What follows belongs to an exercise in optimizing a design on an open flow for a short achievable clock period and few clock cycles; a production flow would make more cautious choices. The RTL was checked by simulation tests, not by an equivalence proof against the original design. Power and IR drop assume default switching activity.

$ cat design/flow/design.v
module ks_add32(
    input  [31:0] a,
    input  [31:0] b,
    input         cin,
    output [31:0] s,
    output        cout
    );
    wire [31:0] p0 = a ^ b;
    wire [31:0] g0 = a & b;
    wire [31:0] g1, p1, g2, p2, g3, p3, g4, p4, g5, p5;
    wire [31:0] gi = {g0[31:1], g0[0] | (p0[0] & cin)};
    genvar i;
    generate
        for (i = 0; i < 32; i = i + 1) begin : l1
            if (i >= 1) begin
                assign g1[i] = gi[i] | (p0[i] & gi[i-1]);
                assign p1[i] = p0[i] & p0[i-1];
            end else begin
                assign g1[i] = gi[i];
                assign p1[i] = p0[i];
            end
        end
        for (i = 0; i < 32; i = i + 1) begin : l2
            if (i >= 2) begin
                assign g2[i] = g1[i] | (p1[i] & g1[i-2]);
                assign p2[i] = p1[i] & p1[i-2];
            end else begin
                assign g2[i] = g1[i];
                assign p2[i] = p1[i];
            end
        end
        for (i = 0; i < 32; i = i + 1) begin : l3
            if (i >= 4) begin
                assign g3[i] = g2[i] | (p2[i] & g2[i-4]);
                assign p3[i] = p2[i] & p2[i-4];
            end else begin
                assign g3[i] = g2[i];
                assign p3[i] = p2[i];
            end
        end
        for (i = 0; i < 32; i = i + 1) begin : l4
            if (i >= 8) begin
                assign g4[i] = g3[i] | (p3[i] & g3[i-8]);
                assign p4[i] = p3[i] & p3[i-8];
            end else begin
                assign g4[i] = g3[i];
                assign p4[i] = p3[i];
            end
        end
        for (i = 0; i < 32; i = i + 1) begin : l5
            if (i >= 16) begin
                assign g5[i] = g4[i] | (p4[i] & g4[i-16]);
                assign p5[i] = p4[i] & p4[i-16];
            end else begin
                assign g5[i] = g4[i];
                assign p5[i] = p4[i];
            end
        end
    endgenerate
    wire [32:0] c = {g5, cin};
    assign s = p0 ^ c[31:0];
    assign cout = c[32];
endmodule
module ks_lt32(
    input  [31:0] a,
    input  [31:0] b,
    output        ltu,
    output        lts
    );
    wire [31:0] s;
    wire        cout;
    ks_add32 sub(.a(a), .b(~b), .cin(1'b1), .s(s), .cout(cout));
    assign ltu = ~cout;
    assign lts = ~cout ^ a[31] ^ b[31];
endmodule
module cmp32(
    input  [31:0] a,
    input  [31:0] b,
    output        eq,
    output        ltu,
    output        lts
    );
    assign eq = (a == b);
    ks_lt32 lt(.a(a), .b(b), .ltu(ltu), .lts(lts));
endmodule
module pc_add #(
    parameter W = 13
)(
    input  [31:0]  pc,
    input  [W-1:0] imm,
    output [31:0]  s
    );
    wire [W:0] lo = {1'b0, pc[W-1:0]} + {1'b0, imm};
    wire [31-W:0] hi   = pc[31:W];
    wire [31-W:0] hi_p = hi + 1'b1;
    wire [31-W:0] hi_m = hi - 1'b1;
    assign s[W-1:0] = lo[W-1:0];
    assign s[31:W]  = (imm[W-1] == lo[W]) ? hi : (lo[W] ? hi_p : hi_m);
endmodule
module Register_File(
    input         clk,
    input  [4:0]  ra1, ra2,
    output [31:0] rd1, rd2,
    input  [4:0]  wa,
    input  [31:0] wd,
    input         we
    );
    reg [31:0] rf [1:31];
    assign rd1 = (ra1 == 5'd0) ? 32'd0 : rf[ra1];
    assign rd2 = (ra2 == 5'd0) ? 32'd0 : rf[ra2];
    always @(posedge clk) begin
        if (we && wa != 5'd0)
            rf[wa] <= wd;
    end
endmodule
module CPU(
    input clk,
    input rstn,
    output [31:0] imem_addr,
    input  [31:0] imem_rdata,
    output [31:0] dmem_addr,
    output [31:0] dmem_wdata,
    output dmem_we,
    input  [31:0] dmem_rdata
    );
    reg  [31:0] pc_f;
    reg         wr_e, ld_e, st_e, cb_e, beq_e, blt_e, bltu_e, jalr_e, jf_e;
    reg         k_e;             
    reg         pt_e;
    reg  [4:0]  rd_e;
    reg  [31:0] a_e, b_e, sd_e, pre_e, alt_e;
    reg  [19:0] pch_e;           
    reg         aui_e;
    reg  [5:0]  bi_e;
    reg         fa_r_e, fa_l_e;      
    reg         fb_r_e, fb_l_e;      
    reg         fs_r_e, fs_l_e, fs_n_e;      
    reg         s_addi_e, s_add_e, s_sub_e, s_xor_e, s_or_e, s_and_e, s_sll_e, s_sr_e, s_pre_e;
    reg         sra_e;
    reg  [4:0]  sh_e;
    reg         wr_m, ld_m, st_m;
    reg  [4:0]  rd_m;
    reg  [31:0] res_m, sd_m, addr_m, alt_m;
    reg         late_m, tk_m, pt_m;
    reg  [31:0] pc_o;            
    reg         bht_v [0:63];
    reg  [1:0]  bht_c [0:63];
    reg         upd_v, upd_t;
    reg  [5:0]  upd_i;
    assign dmem_addr  = addr_m;
    assign dmem_wdata = sd_m;
    assign dmem_we    = st_m;
    wire [31:0] wbd = ld_m ? dmem_rdata : res_m;
    wire wr_x   = wr_e   & ~k_e;
    wire ld_x   = ld_e   & ~k_e;
    wire st_x   = st_e   & ~k_e;
    wire cb_x   = cb_e   & ~k_e;
    wire jalr_x = jalr_e & ~k_e;
    wire jf_x   = jf_e   & ~k_e;
    assign imem_addr = pc_o;
    wire [31:0] ir  = imem_rdata;
    wire [6:0]  op  = ir[6:0];
    wire [4:0]  rs1 = ir[19:15];
    wire [4:0]  rs2 = ir[24:20];
    wire [4:0]  rd  = ir[11:7];
    wire [2:0]  f3  = ir[14:12];
    wire is_op    = (op[6:2] == 5'b01100);
    wire is_opi   = (op[6:2] == 5'b00100);
    wire is_lui   = (op[6:2] == 5'b01101);
    wire is_auipc = (op[6:2] == 5'b00101);
    wire is_ld    = (op[6:2] == 5'b00000);
    wire is_st    = (op[6:2] == 5'b01000);
    wire is_br    = (op[6:2] == 5'b11000);
    wire is_jal   = (op[6:2] == 5'b11011);
    wire is_jalr  = (op[6:2] == 5'b11001);
    wire wrs      = is_op | is_opi | is_lui | is_auipc | is_ld | is_jal | is_jalr;
    wire [31:0] imm_i = {{20{ir[31]}}, ir[31:20]};
    wire [31:0] imm_s = {{20{ir[31]}}, ir[31:25], ir[11:7]};
    wire [31:0] imm_b = {{20{ir[31]}}, ir[7], ir[30:25], ir[11:8], 1'b0};
    wire [31:0] imm_u = {ir[31:12], 12'b0};
    wire [31:0] imm_j = {{12{ir[31]}}, ir[19:12], ir[20], ir[30:21], 1'b0};
    wire [31:0] tgt_b, tgt_j;
    pc_add #(.W(13)) add_b(.pc(pc_f), .imm(imm_b[12:0]), .s(tgt_b));
    pc_add #(.W(21)) add_j(.pc(pc_f), .imm(imm_j[20:0]), .s(tgt_j));
    wire jal_n = is_jal & (ir[19:12] == {8{ir[31]}});
    wire [31:0] tgt_jn;
    pc_add #(.W(13)) add_jn(.pc(pc_f), .imm(imm_j[12:0]), .s(tgt_jn));
    wire [31:0] pc4_f = pc_f + 32'd4;
    wire br_nop = ~ir[31] & ~ir[7] & (ir[30:25] == 6'd0) & (ir[11:8] == 4'd2);
    wire cb_f   = is_br & ~br_nop;
    wire [5:0] bi   = pc_f[7:2];
    wire       sdir = (rs1 == rs2) ? (f3 == 3'b000) : ir[31];
    wire       dir  = bht_v[bi] ? bht_c[bi][1] : sdir;
    wire       pt_f = cb_f & dir;
    wire [31:0] rf1, rf2;
    Register_File Register_File_dut(
        .clk(clk), .ra1(rs1), .ra2(rs2), .rd1(rf1), .rd2(rf2),
        .wa(rd_m), .wd(wbd), .we(wr_m)
    );
    wire byp1 = wr_m & (rd_m == rs1);
    wire byp2 = wr_m & (rd_m == rs2);
    wire [31:0] rv1 = byp1 ? wbd : rf1;
    wire [31:0] rv2 = byp2 ? wbd : rf2;
    wire use_imm = is_opi | is_ld | is_st | is_jalr;
    wire [31:0] imm_alu = is_st ? imm_s : imm_i;
    wire m1 = wr_x & (rd_e == rs1);
    wire m2 = wr_x & (rd_e == rs2);
    wire stall = ld_x & ((m1 & (is_op | is_opi | is_ld | is_st | is_jalr)) | (m2 & is_op));
    wire [31:0] D  = dmem_rdata;
    wire [31:0] Ae = fa_r_e ? res_m : a_e;
    wire [31:0] Be = fb_r_e ? res_m : b_e;
    wire [31:0] A  = Ae;         
    wire [31:0] B  = Be;
    wire [31:0] S  = ({32{fs_r_e}} & res_m) | ({32{fs_l_e}} & D) | ({32{fs_n_e}} & sd_e);
    wire [31:0] sum, dif;
    ks_add32 add_u(.a(A), .b(B),  .cin(1'b0), .s(sum), .cout());
    ks_add32 sub_u(.a(A), .b(~B), .cin(1'b1), .s(dif), .cout());
    wire eq_de, ltu_de, lts_de, eq_ed, ltu_ed, lts_ed;
    cmp32 c_de(.a(D),  .b(Be), .eq(eq_de), .ltu(ltu_de), .lts(lts_de));
    cmp32 c_ed(.a(Ae), .b(D),  .eq(eq_ed), .ltu(ltu_ed), .lts(lts_ed));
    wire late_e  = cb_x & (fa_l_e | fb_l_e);
    wire eq_nn, ltu_nn, lts_nn, eq_rn, ltu_rn, lts_rn, eq_nr, ltu_nr, lts_nr;
    cmp32 c_nn(.a(a_e),   .b(b_e),   .eq(eq_nn), .ltu(ltu_nn), .lts(lts_nn));
    cmp32 c_rn(.a(res_m), .b(b_e),   .eq(eq_rn), .ltu(ltu_rn), .lts(lts_rn));
    cmp32 c_nr(.a(a_e),   .b(res_m), .eq(eq_nr), .ltu(ltu_nr), .lts(lts_nr));
    wire t_nn = (beq_e & eq_nn) | (blt_e & lts_nn) | (bltu_e & ltu_nn);
    wire t_rn = (beq_e & eq_rn) | (blt_e & lts_rn) | (bltu_e & ltu_rn);
    wire t_nr = (beq_e & eq_nr) | (blt_e & lts_nr) | (bltu_e & ltu_nr);
    wire t_rr = beq_e;           
    wire taken_ee = (~fa_r_e & ~fb_r_e & t_nn) | (fa_r_e & ~fb_r_e & t_rn)
                  | (~fa_r_e & fb_r_e & t_nr) | (fa_r_e & fb_r_e & t_rr);
    wire eq_l  = (fa_l_e & ~fb_l_e & eq_de)  | (~fa_l_e & fb_l_e & eq_ed)  | (fa_l_e & fb_l_e);
    wire ltu_l = (fa_l_e & ~fb_l_e & ltu_de) | (~fa_l_e & fb_l_e & ltu_ed);
    wire lts_l = (fa_l_e & ~fb_l_e & lts_de) | (~fa_l_e & fb_l_e & lts_ed);
    wire taken_l  = (beq_e & eq_l) | (blt_e & lts_l) | (bltu_e & ltu_l);
    wire [31:0] jt_n, jt_r;
    pc_add #(.W(12)) add_jrn(.pc(a_e),   .imm(b_e[11:0]), .s(jt_n));
    pc_add #(.W(12)) add_jrr(.pc(res_m), .imm(b_e[11:0]), .s(jt_r));
    wire [31:0] jt = fa_r_e ? jt_r : jt_n;
    wire [31:0] sum_i;
    pc_add #(.W(12)) add_i(.pc(A), .imm(b_e[11:0]), .s(sum_i));
    wire [31:0] shl = A << sh_e;
    wire [31:0] shr = $signed({sra_e & A[31], A}) >>> sh_e;
    wire [31:0] pre_v = {aui_e ? pre_e[31:12] + pch_e : pre_e[31:12], pre_e[11:0]};
    wire [31:0] res_e = ({32{s_add_e}} & sum)
                      | ({32{s_addi_e}} & sum_i)
                      | ({32{s_sub_e}} & dif)
                      | ({32{s_xor_e}} & (A ^ B))
                      | ({32{s_or_e }} & (A | B))
                      | ({32{s_and_e}} & (A & B))
                      | ({32{s_sll_e}} & shl)
                      | ({32{s_sr_e }} & shr)
                      | ({32{s_pre_e}} & pre_v);
    wire taken_e    = late_e ? taken_l : taken_ee;
    wire redirect_l = late_m & (tk_m ^ pt_m);
    wire redirect_e = ~redirect_l & ((cb_x & ~late_e & (taken_ee ^ pt_e)) | jalr_x | jf_x);
    wire [31:0] rtgt_e = jalr_e ? {jt[31:1], 1'b0} : alt_e;
    wire [31:0] npc_p = jal_n ? tgt_jn : (pt_f ? tgt_b : pc4_f);
    wire [31:0] npc_s = stall ? pc_f : npc_p;
    wire [31:0] npc   = ({32{redirect_l}} & alt_m) | ({32{redirect_e}} & rtgt_e) | ({32{~redirect_l & ~redirect_e}} & npc_s);
    always @(posedge clk or negedge rstn) begin
        if (!rstn)
            pc_f <= 32'd0;
        else
            pc_f <= npc;
    end
    always @(posedge clk)
        pc_o <= {32{rstn}} & npc;
    wire gor = ~stall & rstn;
    always @(posedge clk) begin
        wr_e   <= gor & wrs & (rd != 5'd0);
        ld_e   <= gor & is_ld;
        st_e   <= gor & is_st;
        cb_e   <= gor & cb_f;
        beq_e  <= gor & cb_f & (f3 == 3'b000);
        blt_e  <= gor & cb_f & (f3 == 3'b100);
        bltu_e <= gor & cb_f & (f3 == 3'b110);
        jalr_e <= gor & is_jalr;
        jf_e   <= gor & is_jal & ~jal_n;
        k_e    <= redirect_e | redirect_l;
    end
    always @(posedge clk) begin
        rd_e    <= rd;
        pt_e    <= pt_f;
        bi_e    <= bi;
        a_e     <= rv1;
        b_e     <= use_imm ? imm_alu : rv2;
        sd_e    <= rv2;
        alt_e   <= is_jal ? tgt_j : (pt_f ? pc4_f : tgt_b);
        fa_r_e  <= m1 & ~ld_e;
        fa_l_e  <= m1 & ld_e;
        fb_r_e  <= ~use_imm & m2 & ~ld_e;
        fb_l_e  <= ~use_imm & m2 & ld_e;
        fs_r_e  <= m2 & ~ld_e;
        fs_l_e  <= m2 & ld_e;
        fs_n_e  <= ~m2;
        pre_e   <= is_lui ? imm_u : (is_auipc ? {ir[31:12], pc_f[11:0]} : pc4_f);
        pch_e   <= pc_f[31:12];
        aui_e   <= is_auipc;
        s_add_e <= is_op & ~ir[30] & (f3 == 3'b000);
        s_addi_e <= (is_opi & (f3 == 3'b000)) | is_ld | is_st;
        s_sub_e <= is_op & ir[30] & (f3 == 3'b000);
        s_xor_e <= (is_op | is_opi) & (f3 == 3'b100);
        s_or_e  <= (is_op | is_opi) & (f3 == 3'b110);
        s_and_e <= (is_op | is_opi) & (f3 == 3'b111);
        s_sll_e <= is_opi & (f3 == 3'b001);
        s_sr_e  <= is_opi & (f3 == 3'b101);
        s_pre_e <= is_lui | is_auipc | is_jal | is_jalr;
        sra_e   <= ir[30];
        sh_e    <= ir[24:20];
    end
    always @(posedge clk or negedge rstn) begin
        if (!rstn) begin
            wr_m <= 1'b0; ld_m <= 1'b0; upd_v <= 1'b0; late_m <= 1'b0;
        end else begin
            wr_m <= wr_x & ~redirect_l; ld_m <= ld_x & ~redirect_l;
            upd_v <= cb_x & ~redirect_l; late_m <= late_e & ~redirect_l;
        end
    end
    always @(posedge clk) begin
        st_m  <= st_x & ~redirect_l;     
        tk_m  <= taken_l;
        pt_m  <= pt_e;
        alt_m <= alt_e;
        addr_m <= sum_i;
        rd_m  <= rd_e;
        res_m <= res_e;
        sd_m  <= S;
        upd_t <= taken_e;
        upd_i <= bi_e;
    end
    integer k;
    always @(posedge clk or negedge rstn) begin
        if (!rstn) begin
            for (k = 0; k < 64; k = k + 1) bht_v[k] <= 1'b0;
        end else if (upd_v) begin
            bht_v[upd_i] <= 1'b1;
        end
    end
    always @(posedge clk) begin
        if (upd_v) begin
            if (!bht_v[upd_i])
                bht_c[upd_i] <= upd_t ? 2'b11 : 2'b00;
            else if (upd_t && bht_c[upd_i] != 2'b11)
                bht_c[upd_i] <= bht_c[upd_i] + 2'b01;
            else if (!upd_t && bht_c[upd_i] != 2'b00)
                bht_c[upd_i] <= bht_c[upd_i] - 2'b01;
        end
    end
endmodule
$ cat design/flow/flow/run.sh
#!/bin/bash
# Standard ORFS layout with two changes:
#  - no adder-cell mapping in synthesis (the adders are written as
#    parallel-prefix logic and are left to ABC);
#  - repair_timing asked for extra setup margin, so that it keeps optimising
#    below the (loose) clock constraint.
set -euo pipefail
MARGIN=${MARGIN:-6.6}
bash standard.sh ADDER_MAP_FILE= MATCH_CELL_FOOTPRINT=0 SETUP_SLACK_MARGIN=$MARGIN finish > standard_flow.log 2>&1
$ cat design/flow/standard.sh
#!/bin/bash
# synth_recipe.tcl (not shown) runs the flow's synth.tcl, then flattens the netlist and writes it again
# the make line also repeats each setting of config.mk as NAME=value (left out here)
make -C /OpenROAD-flow-scripts/flow DESIGN_CONFIG=/design/flow/config.mk WORK_HOME=/design/flow/orfs CLKGATE_MAP_FILE= SYNTH_SCRIPT=/design/flow/synth_recipe.tcl "${@:-finish}"
$ cat design/flow/config.mk
export PLATFORM = sky130hd
export DESIGN_NAME = CPU
export DESIGN_NICKNAME = CPU
export VERILOG_FILES = /design/flow/design.v
export SDC_FILE = /design/flow/constraint.sdc
export NUM_CORES = 4
export LEC_CHECK = 0
export ABC_CLOCK_PERIOD_IN_PS = 2500
export CAP_MARGIN = 20
export CORE_MARGIN = 2
export CORE_UTILIZATION = 40
export SLEW_MARGIN = 20
$ cat design/flow/constraint.sdc
create_clock -name core_clock -period 9.5 [get_ports {clk}]
set_input_delay 1.9000 -clock core_clock [delete_from_list [all_inputs] [get_ports {clk}]]
set_output_delay 1.9000 -clock core_clock [all_outputs]
set_load 0.01 [all_outputs]
==> summary.md, run 1 <==
| Metric | Value |
|---|---|
| Fmax | `242 MHz` |
| Root Buffer | `clkbuf_16` |
| Worst endpoint data arrival time | `4.87 ns` |
| Vias per std cell | `6.56` |
| Total negative setup slack | `0 ns` |
| Setup violators final | `0` |
| Die Area | `226000 µm²` |
| Hold_buf cts | `0` |
| Tcrit/Tclk final | `0.434` |
| Synth warnings | `3` |
| Fin. Hold Viols | `0` |
| Buffers on Ports | `160` |
| Clk_skew | `0.0552 ns` |
| Sink Count | `1620` |
| GRT busiest layer | `met2` |
| RSZ-0062 raised after global routing | `true` |
| Hold Crit Start | `bi_e[2]$_DFF_P_` |
| CORE AREA | `220000 µm²` |
| Critical-path cell list | `buf_16 > buf_16 > a21oi_4 > a221oi_4 > a31o_4 > o211ai_1 > a31oi_1 > o211ai_1 > buf_4 > o21ai_4 > buf_6 > mux2i_4 > buf_6 > buf_12 > nand2_4 > xor2_1 > a21oi_1` |
| Hold Path Class | `reg2reg` |
| Primary FF master, synth | `edfxtp_1` |
| Vias post-DR | `72673` |
| Peak VDD IR | `231 µV` |
| Post-synth cell types | `129` |
| Ratio of cells with drive above 1 in the final layout | `0.419` |
| Row cnt | `172` |
| Slowest cell on crit path | `a221oi_4` |
| Max Slew Vio Count | `0` |
| Largest net degree at the start of global routing | `75` |
| Cells after synthesis | `7175` |
| Min Clock Period, post-route | `4.12 ns` |
| Commonest non-fill, non-tap cell in the layout | `edfxtp_1` |
| Initial Util | `0.403` |
| Met1 usage | `0.407` |
| Filler cell count | `17859` |
| WHS Path Cells | `0` |
| Worst setup EP type | `flop` |
| Crit Path Class | `in2reg` |
| Critical Path Source Type | `input port` |
| Reg2reg path depth | `16` |
| Fin nets | `8009` |
| Residual DRC | `0` |
| Register area | `44500 µm²` |
| Crit-path max FO | `6` |
| EDFF count, synth | `1120` |
| Reg2Reg Launch Point | `pc_f[4]$_DFF_PN0_` |
| Global-route wire length before repair | `528 mm` |
| Crit path depth | `17` |
| Mapped cell area | `88700 µm²` |
| Maximum buffer depth of the clock tree | `3` |
| Seq/Total Area, Yosys | `0.497` |
| Vias in the first global route | `69947` |
| Relative slew slack | `0.153` |
| CTS tree | `built` |
| Initial antenna violation count | `34` |
| Leak pwr | `41.9 nW` |
| Status | `timing/DRC/antenna clean` |
| Total CTS buffers | `173` |
| Mapped Avg Cell Area | `12.4 µm²` |
| Remaining antenna violation count | `0` |
| Grt ovf | `0` |
| Crit. Startpoint | `imem_rdata[22]` |
| Multi-input gate area | `48700 µm²` |
| CP required | `10.25 ns` |
| Total GRT Usage | `0.330` |
| Fin util | `0.536` |
| Most frequent cells in the layout | `edfxtp_1 (1120), mux4_2 (625), buf_4 (540)` |
| CP delay by family, top | `compound AO/OA/AOI/OAI gates` |
| GPL Wtd Cong | `0.974` |
| WL final | `385 mm` |
| Post-synth ARST share | `0.0617` |
| Worst skew pair latency | `0.88 ns` |
| WL per Instance | `34.8 µm` |
| Max Cap Violations | `0` |
| Crit path buf inv count | `6` |
| Syn_nets | `7241` |
| Drt first pass iters | `8` |
| Critical path's largest stage delay | `0.35 ns` |
| Syn-to-layout area delta | `33.0%` |
| Worst-path clk slew | `0.06 ns` |
| Die X | `475 µm` |
| Chip Height | `475 µm` |
| Htree depth | `4` |
| #FFs+latches synth | `1620` |
| Met3 GRT Util | `0.0688` |
| DR iter-0 viols | `10164` |
| Hpwl dp | `212 mm` |
| Met2 Usage GRT | `0.511` |
| Power per cell area | `213 nW/µm²` |
| IO Count | `163` |
| Worst Max-Slew Pin Slew | `1.27 ns` |
-- final timing paths --
kind | endpoint | slack, ns
min in group asynchronous | pc_f[24]$_DFF_PN0_ | 0.98
max reg2reg | pc_o[14]$_DFF_P_ | 5.41
max in group asynchronous | pc_f[7]$_DFF_PN0_ | 7.00
max | alt_e[30]$_DFF_P_ | 5.38
min | upd_i[2]$_DFF_P_ | 0.33
min reg2reg | upd_i[2]$_DFF_P_ | 0.33
-- metal layers --
metal	vias to the layer above	part of all wire	routed length [µm]
met1	36874	0.35	136000
met3	1366	0.10	39700
met4	8	0.092	35300
met2	4974	0.45	174000
li1	29451	-	-
met5	-	0.00047	183
-- power by group --
| part | internal [W] | leakage [nW] | switching (W) | total (W) |
|---|---|---|---|---|
| logic | 0.00397 | 24.2 | 0.00502 | 0.00900 |
| clock network | 0.00383 | 2.78 | 0.00311 | 0.00695 |
| registers | 0.00827 | 15.0 | 0.000904 | 0.00917 |
-- metrics by stage --
step | worst slack (ns) | total power (W) | area, µm² | cells | hold slack (ns)
final | 5.38 | 0.0251 | 118000 | 11072 | 0.325
after floorplan | 5.04 | 0.0133 | 91900 | 7175 | 0.310
after global routing | 5.33 | 0.0258 | 118000 | 11070 | 0.330
after global placement | 3.29 | 0.0153 | 94800 | 9857 | 0.312
after detailed placement | 3.24 | 0.0154 | 94800 | 9857 | 0.314
after CTS | 5.51 | 0.0241 | 113000 | 10826 | 0.327
-- worst reg2reg max path, cell delays in order, from the launching register on --
cell,delay [ns]
dfrtp_1,0.39
buf_12,0.19
nor2b_4,0.23
a22o_1,0.27
a221o_1,0.36
o311a_1,0.41
a311oi_2,0.31
or3b_4,0.20
and2_4,0.32
buf_12,0.15
buf_16,0.14
a21oi_4,0.09
mux4_2,0.49
nor2_2,0.10
xor2_1,0.14
nand2_1,0.11
a31oi_1,0.13
-- area by class of cell --
cell class                 instances  area share
timing repair buffer            1170       0.121
tap                             2958      0.0314
timing repair inverter            13     0.00144
inverter                         166     0.00612
sequential                      1620       0.377
clock buffer                     223      0.0396
clock inverter                    95     0.00956
antenna                           28    0.000594
multi-input combinational       4799       0.413
-- synthesized netlist by cell type, types with 57 or more instances --
master | number | share of area
buf_1 | 89 | 0.0038
o21ai_0 | 325 | 0.018
nor2b_1 | 81 | 0.0057
a31oi_1 | 57 | 0.0040
dfrtp_1 | 100 | 0.028
mux4_2 | 625 | 0.16
nand2_1 | 472 | 0.020
buf_2 | 77 | 0.0043
mux2i_1 | 330 | 0.037
xnor2_1 | 239 | 0.024
a21oi_1 | 294 | 0.017
dfxtp_1 | 400 | 0.090
a21o_1 | 79 | 0.0067
nand2b_1 | 61 | 0.0043
nor2_1 | 597 | 0.025
o22ai_1 | 105 | 0.0074
inv_1 | 157 | 0.0066
nand3_1 | 126 | 0.0071
edfxtp_1 | 1120 | 0.38
clkbuf_1 | 395 | 0.017
maj3_1 | 108 | 0.012
mux2_2 | 93 | 0.012
nor3_1 | 107 | 0.0060
xor2_1 | 163 | 0.016
-- flip-flops by register name, indices dropped and copies added, names as in the netlist, 20 cells and up --
name and cells:
pc_o 32, sd_e 32, pc_f 32, pre_e 32, a_e 32, bht_c 128, bht_v 64, b_e 32
Register_File_dut.rf 992, alt_m 32, addr_m 32, pch_e 20, sd_m 32, alt_e 32, res_m 32
-- kinds of logic after synthesis --
| group | count (synthesis) | share of synthesized area |
|---|---|---|
| AOI/OAI and AO/OA | 1439 | 0.109 |
| xor gates and xnor gates | 404 | 0.0400 |
| adders and majority gates | 114 | 0.0129 |
| buffers and inverters | 761 | 0.0353 |
| DFF | 1620 | 0.497 |
| muxes | 1069 | 0.212 |
| and+or+nand+nor | 1768 | 0.0936 |
-- timing repair --
action	CTS	global route
pin swaps	259	261
gates cloned	156	23
endpoints found under the setup margin	1242	1005
setup buffers	495	193
resized for setup	1777	537
Testbench counts, summed over its fixed seeds: cycles 38,470.
==> inputs of run 2 (changes only) <==
--- a/design/flow/design.v
+++ b/design/flow/design.v
@@ -130,4 +130,6 @@
     reg  [4:0]  rd_e;
     reg  [31:0] a_e, b_e, sd_e, pre_e, alt_e;
+    reg  [31:0] pcx_e;             
+    reg  [20:0] jimm_e;
     reg  [19:0] pch_e;           
     reg         aui_e;
@@ -180,7 +182,6 @@
     wire [31:0] imm_u = {ir[31:12], 12'b0};
     wire [31:0] imm_j = {{12{ir[31]}}, ir[19:12], ir[20], ir[30:21], 1'b0};
-    wire [31:0] tgt_b, tgt_j;
+    wire [31:0] tgt_b;
     pc_add #(.W(13)) add_b(.pc(pc_f), .imm(imm_b[12:0]), .s(tgt_b));
-    pc_add #(.W(21)) add_j(.pc(pc_f), .imm(imm_j[20:0]), .s(tgt_j));
     wire jal_n = is_jal & (ir[19:12] == {8{ir[31]}});
     wire [31:0] tgt_jn;
@@ -254,5 +255,7 @@
     wire taken_e    = late_e ? taken_l : taken_ee;
     wire redirect_l = late_m & (tk_m ^ pt_m);
-    wire redirect_e = ~redirect_l & ((cb_x & ~late_e & (taken_ee ^ pt_e)) | jalr_x | jf_x);
+    wire redirect_e = ~redirect_l & ((cb_x & ~late_e & (taken_ee ^ pt_e)) | jalr_x);
+    wire [31:0] jft;
+    pc_add #(.W(21)) add_jf(.pc(pcx_e), .imm(jimm_e), .s(jft));
     wire [31:0] rtgt_e = jalr_e ? {jt[31:1], 1'b0} : alt_e;
     wire [31:0] npc_p = jal_n ? tgt_jn : (pt_f ? tgt_b : pc4_f);
@@ -287,5 +290,7 @@
         b_e     <= use_imm ? imm_alu : rv2;
         sd_e    <= rv2;
-        alt_e   <= is_jal ? tgt_j : (pt_f ? pc4_f : tgt_b);
+        alt_e   <= pt_f ? pc4_f : tgt_b;
+        pcx_e   <= pc_f;
+        jimm_e  <= imm_j[20:0];
         fa_r_e  <= m1 & ~ld_e;
         fa_l_e  <= m1 & ld_e;
@@ -315,12 +320,12 @@
         end else begin
             wr_m <= wr_x & ~redirect_l; ld_m <= ld_x & ~redirect_l;
-            upd_v <= cb_x & ~redirect_l; late_m <= late_e & ~redirect_l;
+            upd_v <= cb_x & ~redirect_l; late_m <= (late_e | jf_x) & ~redirect_l;
         end
     end
     always @(posedge clk) begin
         st_m  <= st_x & ~redirect_l;     
-        tk_m  <= taken_l;
-        pt_m  <= pt_e;
-        alt_m <= alt_e;
+        tk_m  <= taken_l | jf_x;
+        pt_m  <= pt_e & ~jf_x;
+        alt_m <= jf_x ? jft : alt_e;
         addr_m <= sum_i;
         rd_m  <= rd_e;
--- a/design/flow/flow/run.sh
+++ b/design/flow/flow/run.sh
@@ -6,4 +6,4 @@
 #    below the (loose) clock constraint.
 set -euo pipefail
-MARGIN=${MARGIN:-6.6}
+MARGIN=${MARGIN:-6.0}
 bash standard.sh ADDER_MAP_FILE= MATCH_CELL_FOOTPRINT=0 SETUP_SLACK_MARGIN=$MARGIN finish > standard_flow.log 2>&1
==> summary.md, run 2 <==
| Metric | Value |
|---|---|
| WHS Path Cells | `0` |
| Crit Path Class | `in2reg` |
| Syn_nets | `7251` |
| WL per Instance | `33.4 µm` |
| WL final | `362 mm` |
| Met3 GRT Util | `0.0648` |
| Power per cell area | `212 nW/µm²` |
| Met2 Usage GRT | `0.469` |
| Register area | `44800 µm²` |
| Largest Register | `Register_File_dut.rf` |
| Grt ovf | `0` |
| Seq/Total Area, Yosys | `0.497` |
| Residual DRC | `0` |
| Vias post-DR | `71078` |
| CTS tree | `built` |
| Crit-path max FO | `9` |
| Fmax | `240 MHz` |
| Placed cell count | `9896` |
| Clock share of power | `0.289` |
| Total negative setup slack | `0 ns` |
| Yosys top cell area share | `0.376` |
| Fin cells | `10831` |
| Place WS | `2.67 ns` |
| Vias per std cell | `6.56` |
| Root Buffer | `clkbuf_16` |
| Max Cap Violations | `0` |
| Max Slew Vio Count | `0` |
| Hold_buf cts | `0` |
| Final Worst Setup Slack | `5.34 ns` |
| Met1 usage | `0.390` |
| Combinational share of power | `0.327` |
| #FFs+latches synth | `1639` |
| Htree depth | `4` |
| Hold Path Class | `reg2reg` |
| Seq pwr share | `0.384` |
| Critical path's largest stage delay | `0.38 ns` |
| Setup violators final | `0` |
| Worst endpoint data arrival time | `4.94 ns` |
| GPL Wtd Cong | `0.987` |
| Min Clock Period, post-route | `4.16 ns` |
| CP delay by family, top | `compound AO/OA/AOI/OAI gates` |
| Global-route wire length before repair | `500 mm` |
| Synth cell count leaders | `edfxtp_1 (1120), mux4_2 (644), nor2_1 (587), nand2_1 (478), dfxtp_1 (419)` |
| Worst-path clk slew | `0.06 ns` |
| Mapped cell area | `89500 µm²` |
| Sink Count | `1639` |
| Worst skew pair latency | `0.88 ns` |
| Status | `timing/DRC/antenna clean` |
| Buffers on Ports | `160` |
| Cell mode on critical path | `buf_4` |
| Slowest cell on crit path | `maj3_2` |
| Reg2reg path depth | `17` |
| NetSw | `0.00835 W` |
| R2R Path End | `pc_o[15]$_DFF_P_` |
| CORE AREA | `222000 µm²` |
| Multi-input gate area | `47400 µm²` |
| RSZ-0062 raised after global routing | `true` |
| Most frequent cells in the layout | `edfxtp_1 (1120), mux4_2 (644), buf_4 (469)` |
| EDFF count, synth | `1120` |
| Mapped Avg Cell Area | `12.5 µm²` |
| Flop2flop setup slack | `5.43 ns` |
| Regs by FF count | `Register_File_dut.rf (992), bht_c (128), bht_v (64)` |
| Peak VDD IR | `171 µV` |
| Dominant cell by count in the synthesized netlist | `edfxtp_1` |
| DR iter-0 viols | `10227` |
| Worst Hold Path EP | `alt_m[0]$_DFF_P_` |
| Remaining antenna violation count | `0` |
| Largest net degree at the start of global routing | `93` |
| Drt first pass iters | `10` |
| Hold Crit Start | `pcx_e[0]$_DFF_P_` |
| Total CTS buffers | `173` |
| Filler cell count | `18626` |
| Critical Path Source Type | `input port` |
| Worst Max-Slew Pin Slew | `1.39 ns` |
| Commonest non-fill, non-tap cell in the layout | `edfxtp_1` |
| Die X | `477 µm` |
| Switching Fraction | `0.349` |
| Primary FF master, synth | `edfxtp_1` |
| IO Count | `163` |
| Chip Height | `477 µm` |
| Total GRT Usage | `0.303` |
| Post-synth cell types | `128` |
| Design Area, Final | `113000 µm²` |
| Tcrit/Tclk final | `0.438` |
| Initial Util | `0.403` |
| Maximum buffer depth of the clock tree | `3` |
| Area contributors post-synth | `edfxtp_1 (38%), mux4_2 (16%), dfxtp_1 (9.4%), mux2i_1 (3.8%), xnor2_1 (2.9%)` |
| Post-synth ARST share | `0.0610` |
| Cell area after placement | `94500 µm²` |
| Leak pwr | `40.0 nW` |
| Syn-to-layout area delta | `26.2%` |
| Hpwl dp | `219 mm` |
| Row cnt | `173` |
| Worst setup EP type | `flop` |
| Cells after synthesis | `7185` |
| Reg2Reg Launch Point | `pc_f[2]$_DFF_PN0_` |
| GRT busiest layer | `met2` |
| Die Area | `228000 µm²` |
| Fin nets | `7753` |
| Crit path buf inv count | `4` |
| Relative slew slack | `0.0750` |
| CP required | `10.27 ns` |
| Synth area leader | `edfxtp_1` |
| Initial antenna violation count | `34` |
| Ratio of cells with drive above 1 in the final layout | `0.344` |
| Synth warnings | `3` |
| Fin. Hold Viols | `0` |
| Max reg flops | `992` |
| Vias in the first global route | `68029` |
| Critical-path cell list | `buf_8 > nor2_1 > o31a_1 > maj3_2 > o221ai_4 > buf_6 > a21oi_4 > nor4_4 > buf_4 > or2_4 > buf_4 > nand3_1 > a311oi_2 > a2111oi_4 > a211oi_1` |
| Clk_skew | `0.0566 ns` |
| P_int | `0.0156 W` |
==> run 2: cell count changes after synthesis, sizes merged, moves of 27 or more <==
cell | previous run | this run
xnor2 | 241 | 300
a21oi | 294 | 258
nor2b | 81 | 54
o21bai | 5 | 74
a21o | 79 | 17
xor2 | 163 | 119
==> run 2: stage by stage <==
| stage | hold slack (ns) | util | total power, W |
|---|---|---|---|
| 2_1_floorplan | 0.342 | - | 0.0129 |
| 3_3_place_gp | 0.337 | 0.425 | 0.0149 |
| 3_5_place_dp | 0.346 | 0.425 | 0.0150 |
| 4_1_cts | 0.367 | 0.490 | 0.0230 |
| 5_1_grt | 0.380 | 0.508 | 0.0246 |
| 6_report | 0.374 | 0.508 | 0.0239 |
==> run 2: how the worst max path moves through the flow <==
stage                        start          endpoint  slack, ns  cells past startpoint
finish              imem_rdata[10]  pc_o[18]$_DFF_P_       5.34                     15
detailed placement  imem_rdata[31]  pc_o[24]$_DFF_P_       2.67                     11
global placement    imem_rdata[31]  pc_o[24]$_DFF_P_       2.73                     11
floorplan            imem_rdata[8]  pc_o[15]$_DFF_P_       4.90                     13
CTS                  imem_rdata[8]  pc_o[20]$_DFF_P_       5.51                     15
global route         imem_rdata[8]  pc_o[20]$_DFF_P_       5.28                     16
==> run 2: power groups by stage <==
stage          Combinational (W)  Clock, W  Sequential (W)
2_1_floorplan            0.00425         0         0.00869
3_3_place_gp             0.00567         0         0.00923
3_5_place_dp             0.00572         0         0.00924
4_1_cts                  0.00693   0.00693         0.00911
5_1_grt                  0.00815   0.00721         0.00923
6_report                 0.00782   0.00691         0.00919
==> run 2: timing repair <==
action | CTS | global route
setup endpoints to repair | 676 | 453
setup buffers | 320 | 176
cloned | 69 | 23
hold endpoints to repair | 0 | 0
gates resized for setup | 1211 | 437
pin swaps | 196 | 225
==> run 2: worst reg2reg max path, delay by kind of cell, from the launching register on <==
family,cells,cell delay [ns]
AO/OA/AOI/OAI,5,0.96
XOR/XNOR,1,0.17
buffers and inverters,5,0.76
flip-flops,1,0.47
multiplexers,3,1.17
AND/OR/NAND/NOR,3,0.44
==> run 2: layout make-up <==
cell class	count	share of cell area
Sequential cell	1639	0.396
Clock buffer	235	0.0423
Antenna cell	23	0.000510
Multi-Input combinational cell	4784	0.419
Timing Repair Buffer	907	0.0934
Timing Repair inverter	4	0.000499
Inverter	178	0.00647
Clock inverter	86	0.00814
Tap cell	2975	0.0330
==> run 2: layer usage <==
metal / vias to the layer above / wire length (µm) / share of wire
met5: - / 177 / 0.00049
li1: 29052 / - / -
met3: 1163 / 38900 / 0.11
met2: 4809 / 165000 / 0.46
met4: 22 / 25600 / 0.071
met1: 36032 / 132000 / 0.37
==> run 2: logic make-up after synthesis <==
| logic type | synth area share |
|---|---|
| AND/OR/NAND/NOR | 0.0887 |
| flip-flops | 0.497 |
| AO/OA/AOI/OAI | 0.111 |
| multiplexers | 0.216 |
| buffers and inverters | 0.0345 |
| XOR/XNOR | 0.0412 |
| adder cells (fa/ha/maj) | 0.0108 |
Testbench counts of run 2, summed over its fixed seeds: cycles 38,470.

-- separate check: timing with driven ports --
No port has a modelled driver above. Below, the same layouts with a new extraction and two added sets of constraints. Step 1, drivers: a clkbuf_16 drives clk and a buf_2 each remaining input, both assumed. Step 2 also shifts input and output timing later by t, the mid clock arrival at the registers, as if the neighbouring blocks saw the same clock. a / b / c = ideal / step 1 / step 2; a / b = the first two.
run | shift t [ns] | setup slack, ns | hold slack, ns | worst setup path after step 2 | pins driven straight from the clock port
run 1 | 0.951 | 5.376 / 5.118 / 4.167 | 0.325 / 0.325 / 0.325 | input to register | 1
run 2 | 0.956 | 5.336 / 5.217 / 4.261 | 0.374 / 0.374 / 0.374 | input to register | 1
After both steps setup and hold are still met in every run listed. The setup slack of run 1, which loses most, moves by -0.258 ns with the drivers and by -1.209 ns with both steps.
